From an optimization exercise on the open Yosys and OpenROAD flow, aimed at small area and a short achievable clock period; shortcuts taken in it are not production practice. RTL that was checked went through simulation tests only; none was proved equivalent to the original. No functional check of the RTL was part of runs 4 to 7. Power figures rest on the tool's default switching activity, not on a simulated workload.

`flow/design.v`:
```
module cpu_top_level(clk,rst,r0,r1,r2,r3,r4,r5,r6,r7,
                     imem_addr,imem_data,dmem_addr,dmem_wdata,dmem_we,dmem_rdata);
    input clk,rst;
    output [15:0] r0,r1,r2,r3,r4,r5,r6,r7;
    output [15:0] imem_addr;
    input [15:0] imem_data;
    output [15:0] dmem_addr,dmem_wdata;
    output dmem_we;
    input [15:0] dmem_rdata;
    reg [15:0] pc;                        
    reg [15:0] rf1,rf2,rf3,rf4,rf5,rf6,rf7;
    reg        cflag, zflag;
    reg [15:0] ir_id, pc2_id;
    reg [15:0] ir_rr, pc2_rr;
    reg        cancel_rr;
    reg [3:0]  op_ex;
    reg [2:0]  dest_ex;
    reg [8:0]  imm_ex;
    reg [15:0] pc2_ex, a_ex, b_ex;
    reg        wr_ex, we_ex, memop_ex, invb_ex, usec_ex, cin1_ex, nand_ex;
    reg [15:0] res_mem, sd_mem;
    reg        carry_mem;
    reg [2:0]  dest_mem;
    reg        wr_mem, fwd_mem, we_mem, lw_mem, cwr_mem, zwr_mem, cc_mem, zc_mem;
    reg [15:0] res_wb;
    reg        carry_wb;
    reg [2:0]  dest_wb;
    reg        wr_wb, fwd_wb, cwr_wb, zwr_wb, cc_wb, zc_wb;
    assign r0 = pc; assign r1 = rf1; assign r2 = rf2; assign r3 = rf3;
    assign r4 = rf4; assign r5 = rf5; assign r6 = rf6; assign r7 = rf7;
    assign imem_addr = pc;
    wire ex_br   = (op_ex == 4'b1000) | (op_ex == 4'b1001) | (op_ex == 4'b1010);
    wire ex_jal  = (op_ex == 4'b1100);
    wire ex_jlr  = (op_ex == 4'b1101);
    wire ex_jri  = (op_ex == 4'b1111);
    wire ex_lli  = (op_ex == 4'b0011);
    wire ex_lw   = (op_ex == 4'b0100);
    wire flush   = ex_br | ex_jal | ex_jlr | ex_jri;
    wire [15:0] ain = memop_ex ? {{10{imm_ex[5]}}, imm_ex[5:0]} : a_ex;
    wire [15:0] bx  = b_ex ^ {16{invb_ex}};
    wire        cin = usec_ex ? carry_mem : cin1_ex;
    wire [16:0] sum = {1'b0, ain} + {1'b0, bx} + {16'b0, cin};
    wire [15:0] alu = nand_ex ? ~(ain & ~b_ex) : sum[15:0];
    wire        carry_ex = nand_ex | (sum[16] ^ invb_ex);
    wire [15:0] res_ex = (ex_jal | ex_jlr) ? pc2_ex :
                         ex_lli ? {7'b0, imm_ex} : alu;
    wire [14:0] off = ex_jal ? {{6{imm_ex[8]}}, imm_ex} : {{9{imm_ex[5]}}, imm_ex[5:0]};
    wire [14:0] tgt_hi = pc2_ex[15:1] + off - 15'd1;
    wire [15:0] target = (ex_br | ex_jal) ? {tgt_hi, pc2_ex[0]} :
                         ex_jlr ? b_ex : alu;
    wire [3:0] op_rr = ir_rr[15:12];
    wire [2:0] fn_rr = ir_rr[2:0];
    wire [2:0] ra = ir_rr[11:9];
    wire [2:0] rb = ir_rr[8:6];
    wire rr_nz   = |ir_rr;
    wire rr_add  = (op_rr == 4'b0001);
    wire rr_nand = (op_rr == 4'b0010);
    wire rr_br   = (op_rr == 4'b1000) | (op_rr == 4'b1001) | (op_rr == 4'b1010);
    wire rr_dwr  = ((op_rr == 4'b0000) & rr_nz) | rr_add | (op_rr == 4'b0100) |
                   (op_rr == 4'b0011) | (op_rr == 4'b1100) | (op_rr == 4'b1101) |
                   (rr_nand & (fn_rr[1:0] != 2'b11));
    wire rr_dwe  = (op_rr == 4'b0101);
    wire [2:0] dest_rr = (rr_add | rr_nand) ? ir_rr[5:3] :
                         (op_rr == 4'b0000) ? ir_rr[8:6] : ir_rr[11:9];
    wire ex_fwd  = wr_ex & ~ex_lli;
    wire freeze  = wr_ex & ex_lw & ((dest_ex == ra) | (dest_ex == rb));
    wire [15:0] mem_val = lw_mem ? dmem_rdata : res_mem;
    reg [15:0] rf_a, rf_b;
    always @(*) begin
        case (ra)
            3'd0: rf_a = pc;  3'd1: rf_a = rf1; 3'd2: rf_a = rf2; 3'd3: rf_a = rf3;
            3'd4: rf_a = rf4; 3'd5: rf_a = rf5; 3'd6: rf_a = rf6; default: rf_a = rf7;
        endcase
        case (rb)
            3'd0: rf_b = pc;  3'd1: rf_b = rf1; 3'd2: rf_b = rf2; 3'd3: rf_b = rf3;
            3'd4: rf_b = rf4; 3'd5: rf_b = rf5; 3'd6: rf_b = rf6; default: rf_b = rf7;
        endcase
    end
    wire [15:0] a_old = (fwd_mem & (dest_mem == ra)) ? mem_val :
                        (fwd_wb  & (dest_wb  == ra)) ? res_wb : rf_a;
    wire [15:0] b_old = (fwd_mem & (dest_mem == rb)) ? mem_val :
                        (fwd_wb  & (dest_wb  == rb)) ? res_wb : rf_b;
    wire hit_a = ex_fwd & (dest_ex == ra);
    wire hit_b = ex_fwd & (dest_ex == rb);
    wire b_imm6 = (op_rr == 4'b0000);
    wire b_imm9 = (op_rr == 4'b1111);
    wire [15:0] a_next = hit_a ? res_ex : a_old;
    wire [15:0] b_next = b_imm6 ? {{10{ir_rr[5]}}, ir_rr[5:0]} :
                         b_imm9 ? {{6{ir_rr[8]}}, ir_rr[8:0], 1'b0} :
                         hit_b ? res_ex : b_old;
    wire wb_wr = wr_wb & (~cc_wb | cflag) & (~zc_wb | zflag);
    wire [15:0] pc2_if = {pc[15:1] + 15'd1, pc[0]};
    wire clr_ex = rst | freeze;
    always @(posedge clk) begin
        if (rst) pc <= 16'd0;
        else if (!freeze) pc <= flush ? target : pc2_if;
        else if (wb_wr && dest_wb == 3'd0) pc <= res_wb;
        if (rst) rf1 <= 16'd0; else if (wb_wr && dest_wb == 3'd1) rf1 <= res_wb;
        if (rst) rf2 <= 16'd0; else if (wb_wr && dest_wb == 3'd2) rf2 <= res_wb;
        if (rst) rf3 <= 16'd0; else if (wb_wr && dest_wb == 3'd3) rf3 <= res_wb;
        if (rst) rf4 <= 16'd0; else if (wb_wr && dest_wb == 3'd4) rf4 <= res_wb;
        if (rst) rf5 <= 16'd0; else if (wb_wr && dest_wb == 3'd5) rf5 <= res_wb;
        if (rst) rf6 <= 16'd0; else if (wb_wr && dest_wb == 3'd6) rf6 <= res_wb;
        if (rst) rf7 <= 16'd0; else if (wb_wr && dest_wb == 3'd7) rf7 <= res_wb;
        if (cwr_wb) cflag <= carry_wb;
        if (zwr_wb) zflag <= ~|res_wb;
        if (rst) ir_id <= 16'd0;
        else if (!freeze) ir_id <= flush ? 16'd0 : imem_data;
        if (!freeze) pc2_id <= pc2_if;
        if (rst) ir_rr <= 16'd0;
        else if (!freeze) ir_rr <= ir_id;
        if (!freeze) begin
            pc2_rr <= pc2_id;
            cancel_rr <= flush;
        end
        if (clr_ex) begin
            op_ex <= 4'd0; wr_ex <= 1'b0; we_ex <= 1'b0; memop_ex <= 1'b0;
            invb_ex <= 1'b0; usec_ex <= 1'b0; cin1_ex <= 1'b0; nand_ex <= 1'b0;
            a_ex <= 16'd0; b_ex <= 16'd0;
        end else begin
            op_ex <= op_rr;
            wr_ex <= rr_dwr & ~cancel_rr & ~flush;
            we_ex <= rr_dwe & ~cancel_rr & ~flush;
            memop_ex <= (op_rr == 4'b0100) | (op_rr == 4'b0101);
            invb_ex <= (rr_add & fn_rr[2]) | rr_br;
            usec_ex <= rr_add & (fn_rr[1:0] == 2'b11);
            cin1_ex <= rr_br;
            nand_ex <= rr_nand & fn_rr[2] & (fn_rr[1:0] != 2'b11);
            a_ex <= a_next;
            b_ex <= b_next;
        end
        dest_ex <= dest_rr;
        imm_ex <= ir_rr[8:0];
        pc2_ex <= pc2_rr;
        res_mem <= res_ex;
        sd_mem <= a_ex;
        carry_mem <= carry_ex;
        dest_mem <= dest_ex;
        lw_mem <= ex_lw;
        cwr_mem <= (op_ex == 4'b0000) | (op_ex == 4'b0001);
        zwr_mem <= (op_ex == 4'b0000) | (op_ex == 4'b0001) | (op_ex == 4'b0010) | ex_lw;
        cc_mem <= ((op_ex == 4'b0001) | (op_ex == 4'b0010)) & (imm_ex[1:0] == 2'b10);
        zc_mem <= ((op_ex == 4'b0001) | (op_ex == 4'b0010)) & (imm_ex[1:0] == 2'b01);
        if (rst) begin
            wr_mem <= 1'b0; fwd_mem <= 1'b0; we_mem <= 1'b0;
        end else begin
            wr_mem <= wr_ex; fwd_mem <= ex_fwd; we_mem <= we_ex;
        end
        res_wb <= mem_val;
        carry_wb <= carry_mem;
        dest_wb <= dest_mem;
        cwr_wb <= cwr_mem; zwr_wb <= zwr_mem; cc_wb <= cc_mem; zc_wb <= zc_mem;
        if (rst) begin
            wr_wb <= 1'b0; fwd_wb <= 1'b0;
        end else begin
            wr_wb <= wr_mem; fwd_wb <= fwd_mem;
        end
    end
    assign dmem_addr = res_mem;
    assign dmem_wdata = sd_mem;
    assign dmem_we = we_mem;
endmodule
```
`flow/flow/run.sh`:
```
#!/bin/bash
# Standard ORFS layout, with the smallest buffer cell on the ports.
set -euo pipefail
bash standard.sh "BUFFER_PORTS_ARGS=-buffer_cell sky130_fd_sc_hd__buf_1" finish > standard.log 2>&1
```
`flow/standard.sh`:
```
#!/bin/bash
# synth_recipe.tcl (not shown) runs the flow's synth.tcl, then flattens the netlist and writes it again
# the make line also repeats each setting of config.mk as NAME=value (left out here)
make -C /OpenROAD-flow-scripts/flow DESIGN_CONFIG=/design/flow/config.mk WORK_HOME=/design/flow/orfs CLKGATE_MAP_FILE= SYNTH_SCRIPT=/design/flow/synth_recipe.tcl "${@:-finish}"
```
`flow/config.mk`:
```
export PLATFORM = sky130hd
export DESIGN_NAME = cpu_top_level
export DESIGN_NICKNAME = cpu_top_level
export VERILOG_FILES = /design/flow/design.v
export SDC_FILE = /design/flow/constraint.sdc
export NUM_CORES = 4
export LEC_CHECK = 0
export CAP_MARGIN = 20
export CORE_MARGIN = 2
export CORE_UTILIZATION = 40
export PLACE_DENSITY = 0.6
export SLEW_MARGIN = 20
```
`flow/constraint.sdc`:
```
create_clock -name core_clock -period 7.0 [get_ports {clk}]
set_input_delay 1.4000 -clock core_clock [delete_from_list [all_inputs] [get_ports {clk}]]
set_output_delay 1.4000 -clock core_clock [all_outputs]
set_load 0.01 [all_outputs]
```
==> results of run 1 <==
==> synth_stat cells, types with 13 or more instances <==
cell,number
dfxtp_1,301
nor2_1,200
mux2i_1,164
nand2_1,141
a21oi_1,137
clkbuf_1,101
o21ai_0,94
inv_1,82
nand3_1,45
ha_1,43
xnor2_1,39
mux2_2,36
edfxtp_1,35
buf_2,34
a211oi_1,32
mux4_2,29
nor3_1,27
xor2_1,25
a221oi_1,23
o211ai_1,21
o22ai_1,21
buf_4,20
nor2b_1,18
a31oi_1,16
nand2b_1,16
o221ai_1,15
and3_1,14
o21a_1,13
==> how the worst max path moves through the flow <==
stage                         from  slack, ns  cells after the start                  end
3_5_place_dp   memop_ex$_SDFF_PP0_       2.97                      9  pc[13]$_SDFFE_PP0P_
5_1_grt        op_ex[3]$_SDFF_PP0_       2.87                     11  pc[14]$_SDFFE_PP0P_
2_1_floorplan   invb_ex$_SDFF_PP0_       3.67                     11  b_ex[14]$_SDFF_PP0_
4_1_cts        memop_ex$_SDFF_PP0_       2.91                      9  pc[13]$_SDFFE_PP0P_
3_3_place_gp   memop_ex$_SDFF_PP0_       2.95                      9  pc[13]$_SDFFE_PP0P_
6_report       memop_ex$_SDFF_PP0_       3.05                     11  pc[10]$_SDFFE_PP0P_
==> logic make-up (layout without fill, tap and decap cells) <==
group           Yosys count  after routing  share of synthesized area, %
mux                     229            229                          15.4
fa+ha+maj                47             47                          3.47
buf+inv                 256            386                          6.41
xor+xnor                 65             65                          3.29
flops                   336            336                          40.4
other cells               0              3                             0
simple gates            536            536                          14.2
compound gates          456            456                          16.8
==> per-stage QoR <==
step	area (um^2)	setup WS (ns)	hold WS, ns	total power [mW]
detailed placement	18400	2.97	0.312	3.21
global route	19800	2.87	0.334	5.49
floorplan	17500	3.67	0.310	2.85
global placement	18400	2.95	0.314	3.21
CTS	19700	2.91	0.326	5.29
finish	19800	3.05	0.326	5.30
==> registers in the layout, summed over array words and instances, names as in the netlist, 4 cells and up <==
signal   count
res_wb      16
ir_rr       16
rf1         16
rf3         16
b_ex        16
pc2_rr      16
rf5         16
rf2         16
rf6         16
pc2_id      16
pc          16
pc2_ex      16
rf7         16
sd_mem      16
imm_ex       9
a_ex        16
ir_id       16
rf4         16
op_ex        4
res_mem     16
==> per-layer routing <==
metal | routed length, um | vias up | GRT usage (%)
met5 | 18 | - | 0
met4 | 2910 | 2 | 12.5
met3 | 6350 | 146 | 6.02
met2 | 30300 | 868 | 45.0
met1 | 29100 | 7709 | 41.4
li1 | - | 7104 | -
==> cell type report <==
type                    count  area share [%]
inverters                  83            1.58
clock buffers              56            5.94
multi-input cells        1333            47.3
repair buffers            233            4.88
diodes                      3          0.0380
well taps                 585            3.70
flip-flops and latches    336            35.8
clock inverters            14           0.677
==> worst reg2reg max path, stage by stage, from the launching register on <==
cell,delay [ns]
dfxtp_1,0.77
mux2_2,0.32
fa_1,0.25
inv_1,0.08
fa_1,0.46
nor2b_1,0.22
o31ai_1,0.13
a21boi_1,0.22
nor2_1,0.09
xnor2_1,0.53
o21ai_0,0.43
a221oi_1,0.34
==> power by group through the flow <==
stage | clock [mW] | sequential (mW) | combinational [mW]
global route | 2.20 | 2.32 | 0.973
global placement | 0 | 2.34 | 0.871
finish | 2.09 | 2.31 | 0.899
floorplan | 0 | 2.20 | 0.647
CTS | 2.11 | 2.30 | 0.878
detailed placement | 0 | 2.34 | 0.871
==> metrics.md, run 1 <==
| Metric | Value |
|---|---|
| Post-Place Cells | roughly 2600 |
| DRC errors left | 0 |
| Critical Path Max Stage Delay | ~0.77 ns |
| Hold Crit Depth | 0 |
| Least-Margin Pin Slew | ~1.1 ns |
| FF+latch area | slightly above 7000 um^2 |
| Vias/cell | ~6 |
| Fin cells | between 2000 and 3000 |
| R2r endpoint | pc[10]$_SDFFE_PP0P_ |
| Post-CTS Hold Fix Bufs | 0 |
| Starting Density | a little over 40% |
| CTS tree | done |
| DR vias | 15800 |
| Static Leak | roughly 7.6 nW |
| Hold_sp | cc_mem$_DFF_P_ |
| Total congestion overflow | 0 |
| Register area share after synthesis | 40.4% |
| Combinational Power Share | between 15 and 20% |
| Critical Setup Path Class | reg2reg |
| GPL Wtd Cong | a little under 1 |
| Vias in the first global route | between 10000 and 15000 |
| First-pass GRT wire length | 99400 um |
| Area of the die | about 45000 um^2 |
| Fin util | 45.8% |
| DRT Pass-1 Iters | 8 |
| MaxCap Viol Count | 0 |
| Fmax | between 0.2 and 0.3 GHz |
| Max Root-Sink Buffers | 3 |
| R2R Setup Slk | 3.05 ns |
| Critical path startpoint category | flop |
| Required @ worst endpoint | 7.45 ns |
| WP data arrival | ~4.4 ns |
| Antenna violations before repair | 4 |
| Setup TNS | 0 ns |
| Commonest cells after routing, fill and taps aside | dfxtp_1 (297), buf_1 (209), nor2_1 (198) |
| Fraction of layout cells with a size suffix above 1 | under 10% |
| Reg-to-Reg Start | memop_ex$_SDFF_PP0_ |
| Num CTS Buffers | 39 |
| Design internal power | ~3.7 mW |
| Bufs and invs on worst path | 1 |
| Hold endpoint | cc_wb$_DFF_P_ |
| Total core area | 43200 um^2 |
| Top cell type's share of synthesized area | 34.4% |
| Number of I/O pins | roughly 210 |
| Final Skew | 0.0177 ns |
| Top cells by area, synth | dfxtp_1 (34%), mux2i_1 (9.4%), edfxtp_1 (6.0%) |
| Switching Fraction | a little under a third |
| Worst slew margin | a little over a quarter |
| Seq pwr share | 43.6% |
| Post-CTS sizing | 0 |
| Clock share of power | between 30% and 40% |
| Cell count of the worst reg-to-reg path | 11 |
| Worst vdd ir | 0.000142 V |
| Final Hold Fails | 0 |
| # clock sinks | ~340 |
| Commonest non-fill, non-tap cell in the layout | dfxtp_1 |
| I/O Buffers | 210 |
| Critical path, cell by cell | mux2_2 -> fa_1 -> inv_1 -> fa_1 -> nor2b_1 -> o31ai_1 -> a21boi_1 -> nor2_1 -> xnor2_1 -> o21ai_0 -> a221oi_1 |
| EDFF count, synth | 35 |
| HPWL Detailed | between 40000 and 50000 um |
| Synthesized area per cell | about 9.1 um^2 |
| Synth warn | 1 |
| Sw Pwr | about 1.6 mW |
| H-tree depth | 2 |
| Power Density | 268 nW/um^2 |
| Run status | timing/DRC/antenna clean |
| Critical path peak fanout | 17 |
| Area taken by multi-input logic gates | 9360 um^2 |
| Total setup buffers inserted after CTS | 0 |
| Mapped Area | 17500 um^2 |
| Row count | 76 |
| Initial drt markers | ~1800 |
| Die width | between 200 and 250 um |
| Tightest Hold Check Type | reg2reg |
| Drt wl/cell | around 26 um |
| Worst path most repeated cell | fa_1 |
| Final-stage net count | roughly 2100 |
| Top FF cell, synth | dfxtp_1 |
| Max-slew violation count | 0 |
| Dominant cell type by area after synthesis | dfxtp_1 |
| Area Overhead vs Synth | 12.8% |
| CTS root buf | clkbuf_16 |
| Syn_nets | 2005 |
| Antenna Nets Post-Route | 0 |
| Cell count after synthesis | between 1500 and 2000 |
| Slowest cell on the critical path | dfxtp_1 |
| Post-synth cell types | 85 |
| Asr flop ratio synth | 0% |
| FILL cells | approximately 4300 |
| Yosys reg bits | ~340 |
| Tcrit/Tclk final | between 50% and 60% |
| Die Ht | 213 um |
| GRT Util Overall | a little under 30% |
| Final setup fails | 0 |
| Clock latency at the later pin of the worst-skew pair | approximately 0.56 ns |
| Largest net degree at the start of global routing | 90 |
| Crit. End Element | flop |
| Reg clk slew, reported paths | 0.07 ns |
| Largest delay share family, worst path | compound AO/OA/AOI/OAI gates |
| Minimum clock period | 3.95 ns |
| Drt total wl | between 60000 and 70000 um |
| RSZ-0062 raised after global routing | false |
==> run 2: changes to the inputs <==
--- a/flow/config.mk
+++ b/flow/config.mk
@@ -10,3 +10,4 @@
 export CORE_UTILIZATION = 40
 export PLACE_DENSITY = 0.6
+export SETUP_SLACK_MARGIN = 4
 export SLEW_MARGIN = 20
==> run 2 against run 1 <==
Net effect:
- hold slack improved by 0.0028 ns
- die area did not move
- via count rose by 2.2%
- utilization rose by 2.3 points
- combinational power rose by 15%
- cell count rose by 1.6%
- routed wire length rose by 1.4%
- critical path type unchanged
- largest cell class unchanged
==> metrics.md, run 2 <==
| Metric | Value |
|---|---|
| Run status | timing/DRC/antenna clean |
| Final Skew | about 0.018 ns |
| Antenna Nets Post-Route | 0 |
| # clock sinks | approximately 340 |
| Fmax | approximately 0.33 GHz |
| Top cell type's share of synthesized area | between 30% and 40% |
| Fin cells | ~2700 |
| Mux cell area share after synthesis | 15.4% |
| Setup TNS | 0 ns |
| Antenna violations before repair | 2 |
| DRC errors left | 0 |
| GPL Wtd Cong | around 0.97 |
| CTS tree | done |
| MaxCap Viol Count | 0 |
| I/O Buffers | between 200 and 250 |
| Post-synth cell types | 85 |
| Largest delay share family, worst path | simple AND/OR/NAND/NOR gates |
| Post-Place Cells | ~2600 |
| Drt total wl | between 60000 and 70000 um |
| Total congestion overflow | 0 |
| Most numerous cell in the Yosys netlist | dfxtp_1 |
| Critical path peak fanout | 26 |
| Clock latency at the later pin of the worst-skew pair | approximately 0.56 ns |
| Critical Setup Path Class | reg2reg |
| Area of the die | 45500 um^2 |
| First-pass GRT wire length | roughly 100000 um |
| DRT Pass-1 Iters | 6 |
| Die width | 213 um |
| Bufs and invs on worst path | 2 |
| Combinational family with the most area after synthesis | compound AO/OA/AOI/OAI gates |
| CTS root buf | clkbuf_16 |
| Critical Path Max Stage Delay | about 0.58 ns |
| EDFF count, synth | 35 |
| Mapped Area | about 18000 um^2 |
| Minimum clock period | between 3 and 4 ns |
| Number of I/O pins | about 210 |
| Critical path, cell by cell | buf_4 -> nor4b_4 -> o211a_4 -> inv_2 -> nand2b_4 -> or3_1 -> nor3_1 -> or4_1 |
| H-tree depth | 2 |
| Synth Area in Compound Gates | 16.8% |
| FILL cells | 4140 |
| WP data arrival | ~3.5 ns |
| XOR/XNOR share of the synthesized area | under 10% |
| Reg clk slew, reported paths | 0.06 ns |
| Drt wl/cell | between 20 and 30 um |
| Max Root-Sink Buffers | 3 |
| Yosys reg bits | about 340 |
| Top cells by area, synth | dfxtp_1 (34%), mux2i_1 (9.4%), edfxtp_1 (6.0%) |
| Least-Margin Pin Slew | approximately 1.1 ns |
| Vias in the first global route | 15200 |
| Dominant cell type by area after synthesis | dfxtp_1 |
| Final-stage net count | 2152 |
| Simple-gate share of the synthesized area | 14.2% |
| Syn_nets | 2005 |
| Row count | 76 |
| Static Leak | slightly below 8 nW |
| Power Density | 257 nW/um^2 |
| Asr flop ratio synth | 0% |
| Synthesized area per cell | around 9.1 um^2 |
| Register area share after synthesis | ~40% |
| Critical path startpoint category | flop |
| Sw Pwr | between 1.5 and 2 mW |
| Combinational Power Share | 19.2% |
| Required @ worst endpoint | roughly 7.4 ns |
| Worst slew margin | between 20% and 30% |
| Tightest Hold Check Type | reg2reg |
| Commonest cells after routing, fill and taps aside | dfxtp_1 (287), buf_1 (209), nor2_1 (197) |
| Synth warn | 1 |
| Fraction of layout cells with a size suffix above 1 | ~15% |
| Most frequent cells after synthesis | dfxtp_1 (301), nor2_1 (200), mux2i_1 (164) |
| DR vias | 16200 |
| Vias/cell | approximately 6.0 |
| RSZ-0062 raised after global routing | true |
| Cell count after synthesis | just under 2000 |
| Slowest cell on the critical path | nor4b_4 |
| Final Hold Fails | 0 |
| Synth Area in Adders | around 3.5% |
| Max-slew violation count | 0 |
| Commonest non-fill, non-tap cell in the layout | dfxtp_1 |
| Worst vdd ir | 0.000152 V |
| Total core area | approximately 43000 um^2 |
| HPWL Detailed | roughly 49000 um |
| Tcrit/Tclk final | 43.7% |
| Starting Density | approximately 41% |
| Area Overhead vs Synth | 18.5% |
| Crit. End Element | flop |
| Num CTS Buffers | 38 |
| Design internal power | approximately 3.7 mW |
| Initial drt markers | about 2000 |
| GRT Util Overall | a little under 30% |
| Switching Fraction | 31.5% |
| Final setup fails | 0 |
| Top FF cell, synth | dfxtp_1 |
| Die Ht | around 210 um |
| Clock share of power | 37.3% |
| Antenna diode count | 0 |
| Seq pwr share | approximately 44% |
| Largest net degree at the start of global routing | 72 |
## run 2: cell count changes in the layout (fill, tap and decap cells not counted), moves of 7 or more
cell / before / now
dfxtp_1: 297 / 287
a21oi_2: 0 / 9
a21oi_1: 137 / 126
dfxtp_4: 0 / 7
buf_6: 0 / 7
ha_1: 43 / 29
clkbuf_8: 7 / 15
ha_4: 0 / 9
buf_4: 23 / 52
## run 2: layout make-up
class                      instances  area (um^2)  area share, %
clock inverter                     8         52.6          0.253
clock buffer                      59         1180           5.69
sequential                       336         7110           34.3
tap                              585          732           3.53
inverter                          83          312           1.50
timing repair buffer             277         1400           6.74
multi-input combinational       1336         9960           48.0
## run 2: timing repair
item	4_1_cts	5_1_grt
pin swaps	24	33
hold buffers	0	0
endpoints found under the setup margin	84	97
setup buffers	27	17
resized for setup	73	81
cloned	2	1
## run 2: logic make-up after synthesis
kind of cell             count (synthesis)
flip-flops                             336
AND/OR/NAND/NOR                        536
multiplexers                           229
AO/OA/AOI/OAI                          456
buffers and inverters                  256
XOR/XNOR                                65
adder cells (fa/ha/maj)                 47
## run 2: path summary, 6_finish.rpt
| check | slack [ns] | end | cells after the start | startpoint |
|---|---|---|---|---|
| worst max-delay path | 3.94 | b_ex[14]$_SDFF_PP0_ | 8 | op_ex[1]$_SDFF_PP0_ |
| worst min register to register | 0.33 | zc_wb$_DFF_P_ | 0 | zc_mem$_DFF_P_ |
| worst min-delay path | 0.33 | zc_wb$_DFF_P_ | 0 | zc_mem$_DFF_P_ |
| worst max register to register | 3.94 | b_ex[14]$_SDFF_PP0_ | 8 | op_ex[1]$_SDFF_PP0_ |
## run 2: metal layers
| layer | part of all wire, % | vias to the layer above | track usage, % | wire length [um] |
|---|---|---|---|---|
| met5 | 0.017 | - | 0 | 12 |
| met3 | 9.9 | 174 | 7.22 | 6890 |
| met2 | 43 | 930 | 44.5 | 30200 |
| li1 | - | 7192 | - | - |
| met1 | 42 | 7886 | 40.6 | 29200 |
| met4 | 4.9 | 2 | 13.5 | 3390 |
## run 2: power groups by stage
stage / clock network (mW) / registers (mW) / logic, mW
after floorplan: 0 / 2.20 / 0.651
after global placement: 0 / 2.35 / 0.839
after detailed placement: 0 / 2.35 / 0.845
after CTS: 2.01 / 2.31 / 0.915
after global routing: 2.08 / 2.33 / 1.10
final: 1.99 / 2.32 / 1.03
## run 2: worst register-to-register path, stage by stage (launching register included)
cell	delay (ns)
dfxtp_4	0.35
buf_4	0.20
nor4b_4	0.59
o211a_4	0.42
inv_2	0.10
nand2b_4	0.29
or3_1	0.35
nor3_1	0.09
or4_1	0.53
## run 2: metrics by stage
step | instance area [um^2] | hold slack, ns | setup WS [ns] | total power [mW] | util [%]
floorplan | 17500 | 0.310 | 4.00 | 2.85 | -
global placement | 18500 | 0.310 | 2.99 | 3.19 | 42.7
detailed placement | 18500 | 0.319 | 2.86 | 3.20 | 42.7
CTS | 20200 | 0.330 | 3.85 | 5.23 | 46.9
global route | 20800 | 0.346 | 3.86 | 5.50 | 48.1
finish | 20800 | 0.329 | 3.94 | 5.34 | 48.1
==> run 3: changes to the inputs <==
==> flow/run.sh (new file) <==
#!/bin/bash
# synth_recipe.tcl (not shown) runs the flow's synth.tcl, then flattens the netlist and writes it again
# the make line also repeats each setting of config.mk as NAME=value (left out here)
make -C /OpenROAD-flow-scripts/flow DESIGN_CONFIG=/design/flow/config.mk WORK_HOME=/design/flow/orfs CLKGATE_MAP_FILE= SYNTH_SCRIPT=/design/flow/synth_recipe.tcl finish
--- a/flow/config.mk
+++ b/flow/config.mk
@@ -10,4 +10,3 @@
 export CORE_UTILIZATION = 40
 export PLACE_DENSITY = 0.6
-export SETUP_SLACK_MARGIN = 4
 export SLEW_MARGIN = 20
removed: flow/flow/run.sh
removed: flow/standard.sh
==> run 3 against run 2 <==
Net effect:
- maximum frequency is 25% lower
- power is 3.0% lower
- hold slack worse by 0.020 ns
- final area is 0.76% higher
- still clean on timing, DRC and antenna
- utilization is 0.37 points higher
- combinational power is 8% lower
- die area stayed put
- clock skew is 0.0080 ns higher
- highest routed layer unchanged
==> metrics.md, run 3 <==
| Metric | Value |
|---|---|
| H-tree depth | 2 |
| FILL cells | about 4200 |
| Max-slew violation count | 0 |
| HPWL Detailed | 50900 um |
| Run status | timing/DRC/antenna clean |
| Number of I/O pins | 211 |
| Critical path, cell by cell | nand2_1 -> o21ai_0 -> ha_1 -> o211ai_1 -> nand2b_1 -> a31oi_2 -> nor4_1 -> a311oi_1 -> a221oi_1 -> a211oi_1 |
| Tcrit/Tclk final | 58.3% |
| Register area share after synthesis | 40.4% |
| Final-stage net count | 2105 |
| Vias in the first global route | 14800 |
| # clock sinks | between 300 and 400 |
| Synth Area in Adders | 3.47% |
| Crit. End Element | flop |
| Vias/cell | 5.98 |
| Critical path startpoint category | flop |
| Cell count after synthesis | 1925 |
| Starting Density | between 40% and 50% |
| Final worst slack | 2.92 ns |
| Top cells by area, synth | dfxtp_1 (34%), mux2i_1 (9.4%), edfxtp_1 (6.0%) |
| Antenna violations before repair | 4 |
| DRC errors left | 0 |
| Total core area | around 43000 um^2 |
| Synth warn | 1 |
| Total setup buffers inserted after CTS | 0 |
| Post-CTS Hold Fix Bufs | 0 |
| Die width | about 210 um |
| DRT Pass-1 Iters | 6 |
| Clock latency at the later pin of the worst-skew pair | around 0.57 ns |
| Dominant cell type by area after synthesis | dfxtp_1 |
| Antenna Nets Post-Route | 0 |
| Setup TNS | 0 ns |
| I/O Buffers | 210 |
| Asr flop ratio synth | 0% |
| Critical path peak fanout | 17 |
| Pre-CTS setup slack | about 3.0 ns |
| Synthesized area per cell | slightly above 9 um^2 |
| Top FF cell, synth | dfxtp_1 |
| RSZ-0062 raised after global routing | false |
| Simple-gate share of the synthesized area | between 10% and 20% |
| DR vias | 15800 |
| XOR/XNOR share of the synthesized area | between 3 and 4% |
| Worst vdd ir | 0.000163 V |
| Mux cell area share after synthesis | 15.4% |
| Initial drt markers | around 1800 |
| Minimum clock period | a little over 4 ns |
| Top cell type's share of synthesized area | 34.4% |
| Largest net degree at the start of global routing | 112 |
| GRT Util Overall | 30.6% |
| Max Root-Sink Buffers | 3 |
| GPL Wtd Cong | roughly 0.92 |
| Combinational family with the most area after synthesis | compound AO/OA/AOI/OAI gates |
| Tightest Hold Check Type | reg2reg |
| Largest delay share family, worst path | compound AO/OA/AOI/OAI gates |
| Area of the die | approximately 45000 um^2 |
| Required @ worst endpoint | between 7 and 8 ns |
| Power Density | 248 nW/um^2 |
| Synth Area in Compound Gates | ~17% |
| Least-Margin Pin Slew | 1.13 ns |
| Static Leak | about 8.0 nW |
| WP data arrival | 4.54 ns |
| Worst slew margin | between 20% and 30% |
| Yosys reg bits | ~340 |
| Fmax | roughly 0.25 GHz |
| Die Ht | ~210 um |
| MaxCap Viol Count | 0 |
| Final Skew | about 0.026 ns |
| Most numerous cell in the Yosys netlist | dfxtp_1 |
| Total congestion overflow | 0 |
| Drt total wl | about 70000 um |
| Syn_nets | 2005 |
| Most frequent cells after synthesis | dfxtp_1 (301), nor2_1 (200), mux2i_1 (164) |
| First-pass GRT wire length | between 100000 and 150000 um |
| Bufs and invs on worst path | 0 |
| Drt wl/cell | between 20 and 30 um |
| Num CTS Buffers | 37 |
| Fraction of layout cells with a size suffix above 1 | ~8% |
| Fin util | 48.4% |
| Final Hold Fails | 0 |
| Critical Path Max Stage Delay | slightly above 0.9 ns |
| CTS tree | done |
| Area Overhead vs Synth | 19.4% |
| WHS | 0.309 ns |
| Row count | between 70 and 80 |
| Final setup fails | 0 |
| Post-CTS sizing | 0 |
| Commonest non-fill, non-tap cell in the layout | dfxtp_1 |
| CTS root buf | clkbuf_16 |
| Mapped Area | about 18000 um^2 |
| Slowest cell on the critical path | a311oi_1 |
| Post-synth cell types | 85 |
| Commonest cells after routing, fill and taps aside | dfxtp_1 (297), clkdlybuf4s50_1 (209), nor2_1 (197) |
| EDFF count, synth | 35 |
| Critical Setup Path Class | reg2reg |
| Reg clk slew, reported paths | ~0.070 ns |
-- run 3: cell counts after synthesis --
No cell type changed its count.
-- run 3: where the power goes --
group	internal, mW	total, mW	switching (mW)
logic	0.398	0.952	0.553
registers	2.08	2.32	0.239
clock network	1.08	1.91	0.824
total	3.56	5.18	1.62
-- run 3: kinds of logic after synthesis --
kind of cell	Yosys count
AO/OA/AOI/OAI	456
XOR/XNOR	65
adder cells (fa/ha/maj)	47
buffers and inverters	256
flip-flops	336
multiplexers	229
AND/OR/NAND/NOR	536
-- run 3: cell type report --
class,count,area (um^2),share of cell area [%]
Timing Repair Buffer,234,2290,11.0
Tap cell,585,732,3.50
Multi-Input combinational cell,1333,9350,44.7
Clock buffer,54,1010,4.83
Sequential cell,336,7080,33.9
Inverter,83,312,1.49
Clock inverter,11,136,0.652
Antenna cell,1,2.50,0.0120
-- run 3: worst paths after layout --
path                                           from                  end  slack (ns)  cells past startpoint
worst min register to register       zc_mem$_DFF_P_        zc_wb$_DFF_P_        0.31                      0
worst min-delay path                 zc_mem$_DFF_P_        zc_wb$_DFF_P_        0.31                      0
worst max-delay path            memop_ex$_SDFF_PP0_  pc[13]$_SDFFE_PP0P_        2.92                     10
worst max register to register  memop_ex$_SDFF_PP0_  pc[13]$_SDFFE_PP0P_        2.92                     10
-- run 3: per-layer routing --
metal	wire length, um	up-vias	global-route usage, %	part of all wire (%)
met3	6430	142	5.71	9.2
met2	30700	850	45.7	44
met4	2800	4	12.0	4.0
met5	26	-	0	0.037
li1	-	7103	-	-
met1	30300	7665	43.4	43
-- run 3: worst register-to-register path: cells and delay by family (launching register included) --
| kind | cells | cell delay (ns) |
|---|---|---|
| AOI/OAI and AO/OA | 6 | 2.32 |
| DFF | 1 | 0.73 |
| and+or+nand+nor | 3 | 0.59 |
| adders and majority gates | 1 | 0.34 |
-- run 3: per-stage QoR --
stage / power, mW / cell area, um^2 / std cells
after CTS: 5.18 / 20900 / 2636
final: 5.18 / 20900 / 2637
after detailed placement: 3.28 / 19800 / 2571
after global placement: 3.28 / 19700 / 2570
after floorplan: 2.85 / 17500 / 1925
after global routing: 5.36 / 20900 / 2636
==> run 4: changes to the inputs <==
--- a/flow/design.v
+++ b/flow/design.v
@@ -18,5 +18,5 @@
     reg [8:0]  imm_ex;
     reg [15:0] pc2_ex, a_ex, b_ex;
-    reg        wr_ex, we_ex, memop_ex, invb_ex, usec_ex, cin1_ex, nand_ex;
+    reg        wr_ex, we_ex, memop_ex, invb_ex, usec_ex, cin1_ex, nand_ex, kill_ex;
     reg [15:0] res_mem, sd_mem;
     reg        carry_mem;
@@ -42,6 +42,6 @@
     wire [16:0] sum = {1'b0, ain} + {1'b0, bx} + {16'b0, cin};
     wire [15:0] alu = nand_ex ? ~(ain & ~b_ex) : sum[15:0];
-    wire        carry_ex = nand_ex | (sum[16] ^ invb_ex);
-    wire [15:0] res_ex = (ex_jal | ex_jlr) ? pc2_ex :
+    wire        carry_ex = ~kill_ex & (nand_ex | (sum[16] ^ invb_ex));
+    wire [15:0] res_ex = kill_ex ? 16'd0 : (ex_jal | ex_jlr) ? pc2_ex :
                          ex_lli ? {7'b0, imm_ex} : alu;
     wire [14:0] off = ex_jal ? {{6{imm_ex[8]}}, imm_ex} : {{9{imm_ex[5]}}, imm_ex[5:0]};
@@ -90,4 +90,6 @@
                          hit_b ? res_ex : b_old;
     wire wb_wr = wr_wb & (~cc_wb | cflag) & (~zc_wb | zflag);
+    wire [15:0] rf_wd = res_wb & {16{~rst}};
+    wire [7:0]  rf_we = {8{rst}} | ({8{wb_wr}} & (8'd1 << dest_wb));
     wire [15:0] pc2_if = {pc[15:1] + 15'd1, pc[0]};
     wire clr_ex = rst | freeze;
@@ -96,11 +98,11 @@
         else if (!freeze) pc <= flush ? target : pc2_if;
         else if (wb_wr && dest_wb == 3'd0) pc <= res_wb;
-        if (rst) rf1 <= 16'd0; else if (wb_wr && dest_wb == 3'd1) rf1 <= res_wb;
-        if (rst) rf2 <= 16'd0; else if (wb_wr && dest_wb == 3'd2) rf2 <= res_wb;
-        if (rst) rf3 <= 16'd0; else if (wb_wr && dest_wb == 3'd3) rf3 <= res_wb;
-        if (rst) rf4 <= 16'd0; else if (wb_wr && dest_wb == 3'd4) rf4 <= res_wb;
-        if (rst) rf5 <= 16'd0; else if (wb_wr && dest_wb == 3'd5) rf5 <= res_wb;
-        if (rst) rf6 <= 16'd0; else if (wb_wr && dest_wb == 3'd6) rf6 <= res_wb;
-        if (rst) rf7 <= 16'd0; else if (wb_wr && dest_wb == 3'd7) rf7 <= res_wb;
+        if (rf_we[1]) rf1 <= rf_wd;
+        if (rf_we[2]) rf2 <= rf_wd;
+        if (rf_we[3]) rf3 <= rf_wd;
+        if (rf_we[4]) rf4 <= rf_wd;
+        if (rf_we[5]) rf5 <= rf_wd;
+        if (rf_we[6]) rf6 <= rf_wd;
+        if (rf_we[7]) rf7 <= rf_wd;
         if (cwr_wb) cflag <= carry_wb;
         if (zwr_wb) zflag <= ~|res_wb;
@@ -114,12 +116,13 @@
             cancel_rr <= flush;
         end
+        kill_ex <= clr_ex;
         if (clr_ex) begin
-            op_ex <= 4'd0; wr_ex <= 1'b0; we_ex <= 1'b0; memop_ex <= 1'b0;
-            invb_ex <= 1'b0; usec_ex <= 1'b0; cin1_ex <= 1'b0; nand_ex <= 1'b0;
-            a_ex <= 16'd0; b_ex <= 16'd0;
+            op_ex <= 4'd0; wr_ex <= 1'b0; we_ex <= 1'b0;
         end else begin
             op_ex <= op_rr;
             wr_ex <= rr_dwr & ~cancel_rr & ~flush;
             we_ex <= rr_dwe & ~cancel_rr & ~flush;
+        end
+        begin
             memop_ex <= (op_rr == 4'b0100) | (op_rr == 4'b0101);
             invb_ex <= (rr_add & fn_rr[2]) | rr_br;
==> flow/flow/run.sh (new file) <==
#!/bin/bash
# Standard ORFS layout, with the smallest buffer cell on the ports.
set -euo pipefail
bash standard.sh "BUFFER_PORTS_ARGS=-buffer_cell sky130_fd_sc_hd__buf_1" finish > standard.log 2>&1
==> flow/standard.sh (new file) <==
#!/bin/bash
# synth_recipe.tcl (not shown) runs the flow's synth.tcl, then flattens the netlist and writes it again
# the make line also repeats each setting of config.mk as NAME=value (left out here)
make -C /OpenROAD-flow-scripts/flow DESIGN_CONFIG=/design/flow/config.mk WORK_HOME=/design/flow/orfs CLKGATE_MAP_FILE= SYNTH_SCRIPT=/design/flow/synth_recipe.tcl "${@:-finish}"
--- a/flow/config.mk
+++ b/flow/config.mk
@@ -10,3 +10,4 @@
 export CORE_UTILIZATION = 40
 export PLACE_DENSITY = 0.6
+export SETUP_SLACK_MARGIN = 4
 export SLEW_MARGIN = 20
removed: flow/run.sh
==> run 4 against run 3 <==
Net effect:
- largest power group unchanged
- final area shrank 4.1%
- largest cell class unchanged
- global-route usage shrank 1.8 points
- non-clock buffer count increased by 16
- critical path depth is 3 higher
- utilization shrank 0.94 points
- synthesized cell count is 10% lower
- worst setup slack gained 1.0 ns
- maximum frequency rose by 34%
- routed wire length decreased by 6.4%
==> metrics.md, run 4 <==
| Metric | Value |
|---|---|
| XOR/XNOR share of the synthesized area | between 3 and 4% |
| Tcrit/Tclk final | a little over two fifths |
| Yosys reg bits | roughly 340 |
| Largest net degree at the start of global routing | 78 |
| Clock latency at the later pin of the worst-skew pair | 0.55 ns |
| Die Ht | about 210 um |
| Crit. End Element | flop |
| Total core area | about 42000 um^2 |
| Reg clk slew, reported paths | 0.07 ns |
| Area of the die | roughly 45000 um^2 |
| Antenna Nets Post-Route | 0 |
| Post-Place Cells | 2360 |
| Placed cell area | 18200 um^2 |
| Pre-CTS setup slack | approximately 2.9 ns |
| Mapped Area | between 15000 and 20000 um^2 |
| Most numerous cell in the Yosys netlist | dfxtp_1 |
| Starting Density | about two fifths |
| Drt wl/cell | ~27 um |
| Dominant cell type by area after synthesis | edfxtp_1 |
| Fin util | between 40% and 50% |
| Hold_sp | cwr_mem$_DFF_P_ |
| Mux cell area share after synthesis | around 6.7% |
| Number of I/O pins | between 200 and 250 |
| Most frequent cells after synthesis | dfxtp_1 (190), edfxtp_1 (147), nand2_1 (141) |
| H-tree depth | 2 |
| Register area share after synthesis | a little under half |
| Least-Margin Pin Slew | roughly 1 ns |
| Combinational family with the most area after synthesis | compound AO/OA/AOI/OAI gates |
| CTS tree | done |
| Asr flop ratio synth | 0% |
| RSZ-0062 raised after global routing | true |
| Final-stage net count | between 1500 and 2000 |
| Row count | 75 |
| Run status | timing/DRC/antenna clean |
| Area Overhead vs Synth | 16.5% |
| WHS | 0.327 ns |
| Minimum clock period | a little over 3 ns |
| Synth Area in Compound Gates | 19.6% |
| WP data arrival | between 3 and 4 ns |
| Synth Area in Adders | around 3.5% |
| DRC errors left | 0 |
| Critical path peak fanout | 5 |
| Top FF cell, synth | dfxtp_1 |
| Required @ worst endpoint | 7.44 ns |
| Antenna violations before repair | 3 |
| Syn_nets | around 1800 |
| Commonest cells after routing, fill and taps aside | buf_1 (209), dfxtp_1 (171), edfxtp_1 (147) |
| Worst vdd ir | around 0.00021 V |
| Simple-gate share of the synthesized area | about 13% |
| Worst slew margin | ~33% |
| Design internal power | ~4.2 mW |
| Critical Setup Path Class | reg2reg |
| Sw Pwr | approximately 2.3 mW |
| Vias in the first global route | 14200 |
| Critical path startpoint category | flop |
| GPL Wtd Cong | about 0.95 |
| Final worst slack | 3.95 ns |
| Static Leak | around 7.4 nW |
| Initial drt markers | 1611 |
| # clock sinks | around 340 |
| Final Skew | roughly 0.019 ns |
| Fin cells | approximately 2400 |
| GRT Util Overall | between 20 and 30% |
| MaxCap Viol Count | 0 |
| HPWL Detailed | 48000 um |
| Crit path launch | op_ex[1]$_SDFF_PP0_ |
| Top cell type's share of synthesized area | 25.6% |
| Power Density | ~330 nW/um^2 |
| Synthesized area per cell | ~10 um^2 |
| DR vias | 15100 |
| Drt total wl | between 60000 and 70000 um |
| Reg-to-Reg Start | op_ex[1]$_SDFF_PP0_ |
| Die width | between 200 and 250 um |
| Max-slew violation count | 0 |
| Switching Fraction | between 30% and 40% |
| Finished Cell Area | between 20000 and 25000 um^2 |
| Fraction of layout cells with a size suffix above 1 | between 10 and 15% |
| First-pass GRT wire length | 95300 um |
| Vias/cell | between 6 and 7 |
| Setup TNS | 0 ns |
| Post-CTS Hold Fix Bufs | 0 |
| Total power | approximately 6.5 mW |
| CTS root buf | clkbuf_16 |
| EDFF count, synth | around 150 |
| Final Hold Fails | 0 |
| Synth warn | 1 |
| Tightest Hold Check Type | reg2reg |
| Max Root-Sink Buffers | 3 |
| DRT Pass-1 Iters | 6 |
| Commonest non-fill, non-tap cell in the layout | buf_1 |
| Fmax | roughly 0.33 GHz |
| I/O Buffers | 210 |
| Total congestion overflow | 0 |
| Clock share of power | between 20 and 30% |
| Combinational Power Share | 28.6% |
| Final setup fails | 0 |
| Post-synth cell types | 95 |
| Cell count after synthesis | around 1700 |
| Seq pwr share | a little over two fifths |
| Num CTS Buffers | 37 |
| Top cells by area, synth | edfxtp_1 (26%), dfxtp_1 (22%), a21oi_1 (3.6%) |
-- run 4: changes by cell type after synthesis, moves of 9 or more --
cell,change
mux2i_1,-116
edfxtp_1,+112
dfxtp_1,-111
nor2_1,-89
clkbuf_1,-55
buf_2,+19
nor2b_1,+17
mux4_2,-16
a21oi_1,-14
a211oi_1,-11
a21o_1,+10
buf_1,-10
buf_4,+9
inv_1,+9
-- run 4: timing repair --
action | 4_1_cts | 5_1_grt
gates resized for setup | 66 | 65
setup buffers | 16 | 4
endpoints found under the setup margin | 125 | 48
pin swaps | 11 | 31
-- run 4: path summary, 6_finish.rpt --
kind,to,slack [ns],cells past startpoint
setup / recovery,pc[12]$_SDFFE_PP0P_,3.95,13
hold / removal,cwr_wb$_DFF_P_,0.33,0
setup reg to reg,pc[12]$_SDFFE_PP0P_,3.95,13
hold reg to reg,cwr_wb$_DFF_P_,0.33,0
-- run 4: kinds of logic after synthesis --
family                     count (synthesis)
AOI/OAI and AO/OA                        497
adders and majority gates                 47
DFF                                      337
and+or+nand+nor                          453
muxes                                     94
xor gates and xnor gates                  70
buffers and inverters                    225
-- run 4: final cells by class --
class	count	area, um^2
Antenna cell	2	5.00
Inverter	93	350
Sequential cell	337	8260
Clock buffer	49	1020
Multi-Input combinational cell	1161	8420
Clock inverter	15	130
Fill cell	4017	22200
Timing Repair Buffer	250	1200
Tap cell	539	674
-- run 4: per-layer routing --
metal | global-route usage (%) | wire, um
met3 | 5.59 | 6420
met2 | 44.6 | 29600
met1 | 40.0 | 27300
met5 | 0 | 32
met4 | 10.3 | 2350
-- run 4: critical path, cell delays in order, from the launching register on --
cell,delay (ns)
dfxtp_4,0.36
nor2_4,0.16
buf_12,0.13
a41oi_4,0.17
ha_1,0.32
inv_1,0.04
ha_1,0.23
or4_1,0.56
o21ai_2,0.10
a31oi_4,0.07
a22o_1,0.25
a211oi_1,0.20
o21ai_1,0.11
o31a_1,0.24
-- run 4: power by group through the flow --
stage	Combinational, mW	Clock [mW]	Sequential, mW
final	1.87	1.90	2.75
after global routing	1.99	2.00	2.77
after CTS	1.74	1.92	2.73
after detailed placement	1.66	0	2.78
after global placement	1.66	0	2.77
after floorplan	1.06	0	2.66
==> run 5: changes to the inputs <==
--- a/flow/config.mk
+++ b/flow/config.mk
@@ -10,4 +10,4 @@
 export CORE_UTILIZATION = 40
 export PLACE_DENSITY = 0.6
-export SETUP_SLACK_MARGIN = 4
+export SETUP_SLACK_MARGIN = 4.3
 export SLEW_MARGIN = 20
==> run 5 against run 4 <==
Net effect:
- sequential power barely moved
- final area rose by 7.7%
- first-iteration DRC count rose by 9.3%
- cell count rose by 2.3%
- critical path depth rose by 1
- synthesized area did not move
- combinational power rose by about 20%
- worst setup slack got worse by 0.048 ns
==> metrics.md, run 5 <==
| Metric | Value |
|---|---|
| Fraction of layout cells with a size suffix above 1 | 21.6% |
| CTS tree | done |
| GRT Util Overall | ~29% |
| Number of I/O pins | 211 |
| DRT Pass-1 Iters | 5 |
| Minimum clock period | 3.10 ns |
| Final worst slack | ~3.9 ns |
| Dominant cell type by area after synthesis | edfxtp_1 |
| Num CTS Buffers | 39 |
| Hold_sp | cc_mem$_DFF_P_ |
| Tcrit/Tclk final | between 40% and 50% |
| Syn_nets | approximately 1800 |
| H-tree depth | 2 |
| Required @ worst endpoint | roughly 7.4 ns |
| Critical path startpoint category | flop |
| Met1 usage | between 40% and 50% |
| Fin util | between 50% and 60% |
| Finished Cell Area | around 22000 um^2 |
| Final Skew | approximately 0.042 ns |
| DRC errors left | 0 |
| Fmax | 0.323 GHz |
| R2R Setup Slk | 3.90 ns |
| I/O Buffers | 210 |
| Hold endpoint | cc_wb$_DFF_P_ |
| Vias in the first global route | approximately 15000 |
| RSZ-0062 raised after global routing | true |
| Hold Crit Depth | 0 |
| Crit. End Element | flop |
| Commonest non-fill, non-tap cell in the layout | buf_1 |
| CTS root buf | clkbuf_16 |
| Total core area | about 42000 um^2 |
| Top cells by area, synth | edfxtp_1 (26%), dfxtp_1 (22%), a21oi_1 (3.6%) |
| FILL cells | around 3800 |
| Total congestion overflow | 0 |
| Antenna Nets Post-Route | 0 |
| Worst slew margin | 32.1% |
| Antenna violations before repair | 1 |
| DR vias | ~16000 |
| Total power | ~7.2 mW |
| Post-Place Cells | about 2400 |
| Drt total wl | 67200 um |
| Worst vdd ir | ~0.00019 V |
| Initial drt markers | 1761 |
| Most numerous cell in the Yosys netlist | dfxtp_1 |
| WHS | 0.327 ns |
| GPL Wtd Cong | between 1 and 1.5 |
| R2r endpoint | pc[10]$_SDFFE_PP0P_ |
| Largest net degree at the start of global routing | 67 |
| Vias/cell | approximately 6.2 |
| # clock sinks | about 340 |
| Area of the die | 44700 um^2 |
| Top FF cell, synth | dfxtp_1 |
| Mapped Area | 17200 um^2 |
| Top cell type's share of synthesized area | between 20% and 30% |
| Power Density | about 330 nW/um^2 |
| Synth warn | 1 |
| Register area share after synthesis | ~48% |
| Met2 usage | roughly 45% |
| Synthesized area per cell | between 9 and 10 um^2 |
| HPWL Detailed | 47700 um |
| Max Root-Sink Buffers | 3 |
| Drt wl/cell | about 27 um |
| Most frequent cells after synthesis | dfxtp_1 (190), edfxtp_1 (147), nand2_1 (141) |
| Static Leak | 7.94 nW |
| WP data arrival | ~3.5 ns |
| Fin cells | approximately 2500 |
| Die Ht | between 200 and 250 um |
| Yosys reg bits | about 340 |
| Critical Setup Path Class | reg2reg |
| Reg clk slew, reported paths | ~0.06 ns |
| Cell count after synthesis | roughly 1700 |
| Post-synth cell types | 95 |
| Setup TNS | 0 ns |
| Cell count of the worst reg-to-reg path | 14 |
| Die width | about 210 um |
| Final Hold Fails | 0 |
| Final-stage net count | around 2000 |
| Run status | timing/DRC/antenna clean |
| Row count | 75 |
| Pre-CTS setup slack | between 3 and 4 ns |
| Commonest cells after routing, fill and taps aside | buf_1 (209), dfxtp_1 (158), edfxtp_1 (147) |
| Starting Density | between 40% and 50% |
| Reg-to-Reg Start | op_ex[0]$_SDFF_PP0_ |
| Asr flop ratio synth | 0% |
| Tightest Hold Check Type | reg2reg |
| EDFF count, synth | 147 |
| Clock latency at the later pin of the worst-skew pair | 0.58 ns |
| Critical path peak fanout | 3 |
| Max-slew violation count | 0 |
| Busiest grt layer | met2 |
| First-pass GRT wire length | about 98000 um |
| Area Overhead vs Synth | 25.6% |
| MaxCap Viol Count | 0 |
| GRT met3 Usage | between 6 and 7% |
| Placed cell area | roughly 18000 um^2 |
| Final setup fails | 0 |
| Least-Margin Pin Slew | approximately 1.0 ns |
[run 5: changes by cell type in the layout (fill, tap and decap cells not counted), sizes merged]
cell      delta
buf         +51
diode        -1
nand2        +1
inv          -2
clkbuf       +8
clkinv       -2
clkinvlp     +2
bufinv       -1
[run 5: power breakdown]
group / internal (mW) / switching, mW / leakage, nW
combinational: 0.943 / 1.30 / 4.08
clock: 1.31 / 0.870 / 0.698
sequential: 2.39 / 0.355 / 3.15
[run 5: area by class of cell]
class | instances | area [um^2] | area share [%]
Sequential cell | 337 | 8300 | 38.4
Clock buffer | 59 | 1280 | 5.93
Clock inverter | 12 | 128 | 0.591
Antenna cell | 1 | 2.50 | 0.0116
Multi-Input combinational cell | 1162 | 9200 | 42.6
Timing Repair Buffer | 299 | 1670 | 7.74
Tap cell | 539 | 674 | 3.12
Inverter | 93 | 357 | 1.65
[run 5: how the worst max path moves through the flow]
stage,from,endpoint,slack [ns],cells past startpoint
after floorplan,op_ex[0]$_SDFF_PP0_,pc[12]$_SDFFE_PP0P_,4.11,14
after global placement,op_ex[1]$_SDFF_PP0_,pc[12]$_SDFFE_PP0P_,3.27,13
after detailed placement,rst,rf5[5]$_DFFE_PP_,3.22,3
after CTS,op_ex[1]$_SDFF_PP0_,pc[12]$_SDFFE_PP0P_,3.89,13
after global routing,op_ex[0]$_SDFF_PP0_,pc[12]$_SDFFE_PP0P_,3.84,13
final,op_ex[0]$_SDFF_PP0_,pc[10]$_SDFFE_PP0P_,3.90,14
[run 5: routing by layer]
layer / share of wire, % / up-vias / wire (um)
met5: 0 / - / 0
met4: 4.0 / 0 / 2690
met3: 10 / 172 / 7010
met2: 44 / 985 / 29900
met1: 41 / 7667 / 27600
li1: - / 6745 / -
[run 5: what timing repair did]
item | CTS | global route
hold buffers | 0 | 0
setup buffers | 32 | 37
endpoints found under the setup margin | 216 | 86
gates resized for setup | 139 | 155
gates cloned | 0 | 1
pin swaps | 47 | 80
[run 5: kinds of logic after synthesis]
group           after synthesis  synth area share [%]
flops                       337                  47.7
compound gates              497                  19.6
mux                          94                  6.70
fa+ha+maj                    47                  3.54
buf+inv                     225                  6.01
simple gates                453                  12.9
xor+xnor                     70                  3.56
[run 5: worst max-delay path, stage by stage (launching register included)]
cell and delay [ns]:
dfxtp_4 0.36, nor2_4 0.17, a31oi_4 0.15, a41oi_4 0.28
ha_4 0.25, inv_2 0.06, ha_4 0.19, or4_4 0.49
o21ai_4 0.09, a31oi_4 0.07, buf_6 0.16, buf_6 0.11
xor2_2 0.15, a221oi_2 0.31, a221oi_1 0.13
==> run 6: changes to the inputs <==
--- a/flow/config.mk
+++ b/flow/config.mk
@@ -10,4 +10,4 @@
 export CORE_UTILIZATION = 40
 export PLACE_DENSITY = 0.6
-export SETUP_SLACK_MARGIN = 4.3
+export SETUP_SLACK_MARGIN = 4.6
 export SLEW_MARGIN = 20
==> run 6 against run 5 <==
Net effect:
- still clean on timing, DRC and antenna
- worst setup slack improved by 0.088 ns
- routed wire length grew 3.0%
- final area rose by 7.0%
- sequential share of layout area fell by 2.2 points
- combinational power grew 16%
- clock power fell by 9.2%
- synthesized cell count unchanged
- via count is 3.8% higher
- critical endpoint is now b_ex[15]$_DFF_P_
- largest power group unchanged
- highest routed layer unchanged
==> metrics.md, run 6 <==
| Metric | Value |
|---|---|
| Run status | timing/DRC/antenna clean |
| Area Overhead vs Synth | 34.3% |
| Synthesized area per cell | 9.99 um^2 |
| Critical Path Max Stage Delay | 0.45 ns |
| DR top layer | met4 |
| Fmax | 0.332 GHz |
| Drt wl/cell | 26.1 um |
| Critical Setup Path Class | reg2reg |
| DRC errors left | 0 |
| Die Ht | 211 um |
| Dominant cell type by area after synthesis | edfxtp_1 |
| WL met1 | ~28000 um |
| Critical path peak fanout | 7 |
| MaxCap Viol Count | 0 |
| GRT Util Overall | between 20% and 30% |
| DR WL met2 | around 31000 um |
| Power Density | around 320 nW/um^2 |
| Row count | between 70 and 80 |
| Final-stage net count | about 2200 |
| Max-slew violation count | 0 |
| Combinational Power Share | a little over a third |
| Sw Pwr | between 2 and 3 mW |
| Most numerous cell in the Yosys netlist | dfxtp_1 |
| Final setup fails | 0 |
| Minimum clock period | 3.01 ns |
| R2R Setup Slk | around 4 ns |
| Yosys reg bits | roughly 340 |
| Hold endpoint | cwr_wb$_DFF_P_ |
| Fin cells | roughly 2700 |
| Total core area | roughly 42000 um^2 |
| DR vias | ~16000 |
| Critical path startpoint category | flop |
| Starting Density | 40.8% |
| Least-Margin Pin Slew | around 1.1 ns |
| Crit. End Element | flop |
| Max Root-Sink Buffers | 3 |
| Top cells by area, synth | edfxtp_1 (26%), dfxtp_1 (22%), a21oi_1 (3.6%) |
| Final Skew | 0.0350 ns |
| RSZ-0062 raised after global routing | true |
| Num CTS Buffers | 37 |
| WP data arrival | roughly 3.5 ns |
| H-tree depth | 2 |
| DRT Pass-1 Iters | 5 |
| Post-Place Cells | roughly 2400 |
| Vias/cell | ~6.1 |
| Seq pwr share | between 30 and 40% |
| Commonest non-fill, non-tap cell in the layout | buf_4 |
| Initial drt markers | around 1700 |
| # clock sinks | between 300 and 400 |
| Cell count after synthesis | roughly 1700 |
| Hold Crit Depth | 0 |
| Commonest cells after routing, fill and taps aside | buf_4 (217), edfxtp_1 (147), dfxtp_1 (138) |
| Worst vdd ir | 0.000219 V |
| EDFF count, synth | about 150 |
| GPL Wtd Cong | ~0.93 |
| Required @ worst endpoint | between 7 and 8 ns |
| Largest net degree at the start of global routing | between 60 and 70 |
| Die width | about 210 um |
| Post-synth cell types | 95 |
| FILL cells | roughly 3600 |
| Reg clk slew, reported paths | approximately 0.070 ns |
| Mapped Area | roughly 17000 um^2 |
| Top FF cell, synth | dfxtp_1 |
| Top cell type's share of synthesized area | approximately 26% |
| Antenna Nets Post-Route | 0 |
| Register area share after synthesis | approximately 48% |
| Tightest Hold Check Type | reg2reg |
| Clock latency at the later pin of the worst-skew pair | between 0.5 and 0.6 ns |
| I/O Buffers | 210 |
| Met3 wire length | between 7000 and 8000 um |
| Design internal power | roughly 4.7 mW |
| Syn_nets | approximately 1800 |
| CTS tree | done |
| Post-CTS Hold Fix Bufs | 0 |
| Asr flop ratio synth | 0% |
| CTS root buf | clkbuf_16 |
| Vias in the first global route | ~15000 |
| First-pass GRT wire length | a little under 100000 um |
| Static Leak | ~9.2 nW |
| Area of the die | 44700 um^2 |
| R2r endpoint | b_ex[15]$_DFF_P_ |
| Critical path, cell by cell | buf_4 -> mux2_2 -> ha_4 -> o21ai_2 -> o21ai_2 -> a41oi_2 -> buf_4 -> mux2_4 -> o41ai_4 -> nor2_1 -> o21ai_1 |
| Most frequent cells after synthesis | dfxtp_1 (190), edfxtp_1 (147), nand2_1 (141) |
| Slowest cell on the critical path | dfxtp_4 |
| Total congestion overflow | 0 |
| Switching Fraction | a little over a third |
| Synth warn | 1 |
| HPWL Detailed | 46800 um |
| Setup TNS | 0 ns |
| Final Hold Fails | 0 |
| Antenna violations before repair | 2 |
| Hold_sp | cwr_mem$_DFF_P_ |
| Drt total wl | between 60000 and 70000 um |
| Tcrit/Tclk final | between 40% and 50% |
| Worst slew margin | 27.3% |
| Number of I/O pins | between 200 and 250 |
| Cell count of the worst reg-to-reg path | 11 |
| Reg-to-Reg Start | memop_ex$_DFF_P_ |
| Clock share of power | around 27% |
| Fraction of layout cells with a size suffix above 1 | roughly a third |
| Fin util | between 50% and 60% |
## run 6: cell counts after synthesis
Identical to the previous run, type by type.
## run 6: metal layers
metal	vias up	GRT usage [%]
met5	-	0
met4	0	13.1
met3	210	5.95
met2	1032	46.1
met1	7848	39.9
li1	7072	-
## run 6: worst max-delay path by stage
stage | startpoint | to | slack [ns] | depth (start not counted)
floorplan | op_ex[0]$_SDFF_PP0_ | pc[12]$_SDFFE_PP0P_ | 4.12 | 14
global route | memop_ex$_DFF_P_ | b_ex[8]$_DFF_P_ | 3.90 | 12
finish | memop_ex$_DFF_P_ | b_ex[15]$_DFF_P_ | 3.99 | 11
global placement | invb_ex$_DFF_P_ | pc[14]$_SDFFE_PP0P_ | 3.21 | 11
detailed placement | invb_ex$_DFF_P_ | b_ex[8]$_DFF_P_ | 3.14 | 11
CTS | memop_ex$_DFF_P_ | b_ex[12]$_DFF_P_ | 4.04 | 11
## run 6: cell families (layout without fill, tap and decap cells)
family,Yosys count,in the layout,share of synthesized area [%]
and+or+nand+nor,453,453,12.9
xor gates and xnor gates,70,70,3.56
DFF,337,337,47.7
buffers and inverters,225,613,6.01
AOI/OAI and AO/OA,497,497,19.6
muxes,94,94,6.70
adders and majority gates,47,47,3.54
other,0,1,0
## run 6: stage by stage
stage                     hold slack [ns]  instance area [um^2]  power [mW]  setup slack (ns)
final                               0.327                 23100        7.29              3.99
after global routing                0.337                 23100        7.53              3.90
after CTS                           0.326                 22100        6.94              4.04
after detailed placement            0.312                 18300        4.44              3.14
after global placement              0.310                 18300        4.42              3.21
after floorplan                     0.310                 17500        3.76              4.12
## run 6: layout make-up
cell class,instances,area (um^2),share of cell area [%]
flip-flops and latches,337,8360,36.2
diodes,1,2.50,0.0108
multi-input cells,1161,9050,39.2
well taps,539,674,2.92
repair buffers,454,3460,15.0
clock inverters,13,80.1,0.346
inverters,93,357,1.54
clock buffers,53,1130,4.89
## run 6: repair_timing
action | 4_1_cts | 5_1_grt
endpoints found under the setup margin | 458 | 346
resized for setup | 350 | 167
pin swaps | 52 | 42
setup buffers | 165 | 56
cloned | 0 | 3
## run 6: power by group through the flow
stage | Combinational [mW] | Sequential (mW) | Clock (mW)
2_1_floorplan | 1.10 | 2.66 | 0
3_3_place_gp | 1.66 | 2.76 | 0
3_5_place_dp | 1.68 | 2.76 | 0
4_1_cts | 2.27 | 2.70 | 1.98
5_1_grt | 2.74 | 2.73 | 2.06
6_report | 2.60 | 2.72 | 1.98
## run 6: worst max-delay path, delay by kind of cell, from the launching register on
family	cells	cell delay (ns)
buffers and inverters	2	0.34
multiplexers	2	0.69
AND/OR/NAND/NOR	1	0.08
adder cells (fa/ha/maj)	1	0.27
AO/OA/AOI/OAI	5	1.11
flip-flops	1	0.45
==> run 7: changes to the inputs <==
--- a/flow/config.mk
+++ b/flow/config.mk
@@ -9,5 +9,6 @@
 export CORE_MARGIN = 2
 export CORE_UTILIZATION = 40
+export CTS_BUF_LIST = sky130_fd_sc_hd__clkbuf_8
 export PLACE_DENSITY = 0.6
-export SETUP_SLACK_MARGIN = 4.6
+export SETUP_SLACK_MARGIN = 4
 export SLEW_MARGIN = 20
==> run 7 against run 6 <==
Net effect:
- non-clock buffer count down 200
- maximum frequency about the same
- critical endpoint is now pc[12]$_SDFFE_PP0P_
- die area did not move
- highest routed layer is now met5
- synthesized area is the same
- combinational power down 28%
==> metrics.md, run 7 <==
| Metric | Value |
|---|---|
| Run status | timing/DRC/antenna clean |
| Switching Fraction | a little under two fifths |
| Initial drt markers | around 1800 |
| Row count | between 70 and 80 |
| Tcrit/Tclk final | a little over two fifths |
| Crit. End Element | flop |
| WP data arrival | around 3.5 ns |
| Hold_sp | cwr_mem$_DFF_P_ |
| Syn_nets | 1803 |
| Final Hold Fails | 0 |
| Dominant cell type by area after synthesis | edfxtp_1 |
| Fmax | 0.332 GHz |
| H-tree depth | 2 |
| Most numerous cell in the Yosys netlist | dfxtp_1 |
| Asr flop ratio synth | 0% |
| # clock sinks | between 300 and 400 |
| Worst slew margin | around a third |
| Critical path peak fanout | 5 |
| Tightest Hold Check Type | reg2reg |
| CTS root buf | clkbuf_8 |
| Static Leak | roughly 7.5 nW |
| Bufs and invs on worst path | 2 |
| Post-CTS Hold Fix Bufs | 0 |
| Seq pwr share | 43.3% |
| Largest net degree at the start of global routing | 78 |
| GRT Util Overall | 28.9% |
| I/O Buffers | 210 |
| Starting Density | approximately 41% |
| Number of I/O pins | 211 |
| Slowest cell on the critical path | or4_1 |
| Yosys reg bits | around 340 |
| Vias in the first global route | 14400 |
| CTS tree | done |
| Largest delay share family, worst path | compound AO/OA/AOI/OAI gates |
| Required @ worst endpoint | between 7 and 8 ns |
| Die width | between 200 and 250 um |
| Crit path launch | op_ex[1]$_SDFF_PP0_ |
| Drt total wl | 65800 um |
| Worst vdd ir | between 0.00015 and 0.0002 V |
| Most frequent cells after synthesis | dfxtp_1 (190), edfxtp_1 (147), nand2_1 (141) |
| Die Ht | about 210 um |
| Clock share of power | 27.5% |
| Area of the die | 44700 um^2 |
| Total congestion overflow | 0 |
| Num CTS Buffers | between 50 and 60 |
| Reg clk slew, reported paths | 0.07 ns |
| Clock latency at the later pin of the worst-skew pair | around 0.64 ns |
| Top cells by area, synth | edfxtp_1 (26%), dfxtp_1 (22%), a21oi_1 (3.6%) |
| Synthesized area per cell | roughly 10 um^2 |
run 7: cell counts after synthesis:
No cell type changed its count.
run 7: cell type report:
| type | instances | area, um^2 |
|---|---|---|
| fill | 4090 | 22200 |
| multi-input combinational | 1161 | 8380 |
| sequential | 337 | 8260 |
| timing repair buffer | 254 | 1190 |
| clock buffer | 67 | 922 |
| tap | 539 | 674 |
| inverter | 93 | 353 |
| clock inverter | 34 | 198 |
| antenna | 1 | 2.50 |
run 7: cells by family (layout without fill, tap and decap cells):
logic type               Yosys count  count (layout)  synth area share, %
other                              0               1                    0
AND/OR/NAND/NOR                  453             453                 12.9
XOR/XNOR                          70              70                 3.56
multiplexers                      94              94                 6.70
buffers and inverters            225             448                 6.01
adder cells (fa/ha/maj)           47              47                 3.54
AO/OA/AOI/OAI                    497             497                 19.6
flip-flops                       337             337                 47.7
run 7: metal layers:
| layer | track usage [%] | wire length, um |
|---|---|---|
| met5 | 0 | 12 |
| met4 | 11.1 | 2450 |
| met3 | 6.10 | 6510 |
| met2 | 44.7 | 29500 |
| met1 | 39.7 | 27300 |
run 7: metrics by stage:
stage / util, % / total power, mW / hold WS, ns / area [um^2] / cells
floorplan: - / 3.72 / 0.310 / 17200 / 1723
global placement: 43.1 / 4.44 / 0.312 / 18200 / 2358
detailed placement: 43.1 / 4.44 / 0.314 / 18200 / 2360
CTS: 46.7 / 6.25 / 0.328 / 19700 / 2478
global route: 47.3 / 6.62 / 0.338 / 20000 / 2485
finish: 47.3 / 6.36 / 0.327 / 20000 / 2486
run 7: path summary, 6_finish.rpt:
check                             end  slack, ns  depth (start not counted)
setup reg to reg  pc[12]$_SDFFE_PP0P_       3.99                         13
hold / removal         cwr_wb$_DFF_P_       0.33                          0
setup / recovery  pc[12]$_SDFFE_PP0P_       3.99                         13
hold reg to reg        cwr_wb$_DFF_P_       0.33                          0
run 7: power by group through the flow:
stage	sequential [mW]	combinational (mW)	clock, mW
floorplan	2.66	1.06	0
global placement	2.77	1.66	0
detailed placement	2.78	1.66	0
CTS	2.74	1.74	1.77
global route	2.77	1.98	1.86
finish	2.75	1.86	1.75
run 7: what timing repair did:
| item | 4_1_cts | 5_1_grt |
|---|---|---|
| setup endpoints to repair | 92 | 52 |
| resized for setup | 66 | 58 |
| buffers inserted | 17 | 7 |
| endpoints found under the hold margin | 0 | 0 |
| pin swaps | 16 | 21 |

Check on run 7: ideal ports give 3.986 ns setup slack; a clkbuf_16 on the clock port and buf_2 on the inputs give 3.967 ns; moving port delays by the midpoint clock arrival (0.672 ns) as well gives 3.521 ns.
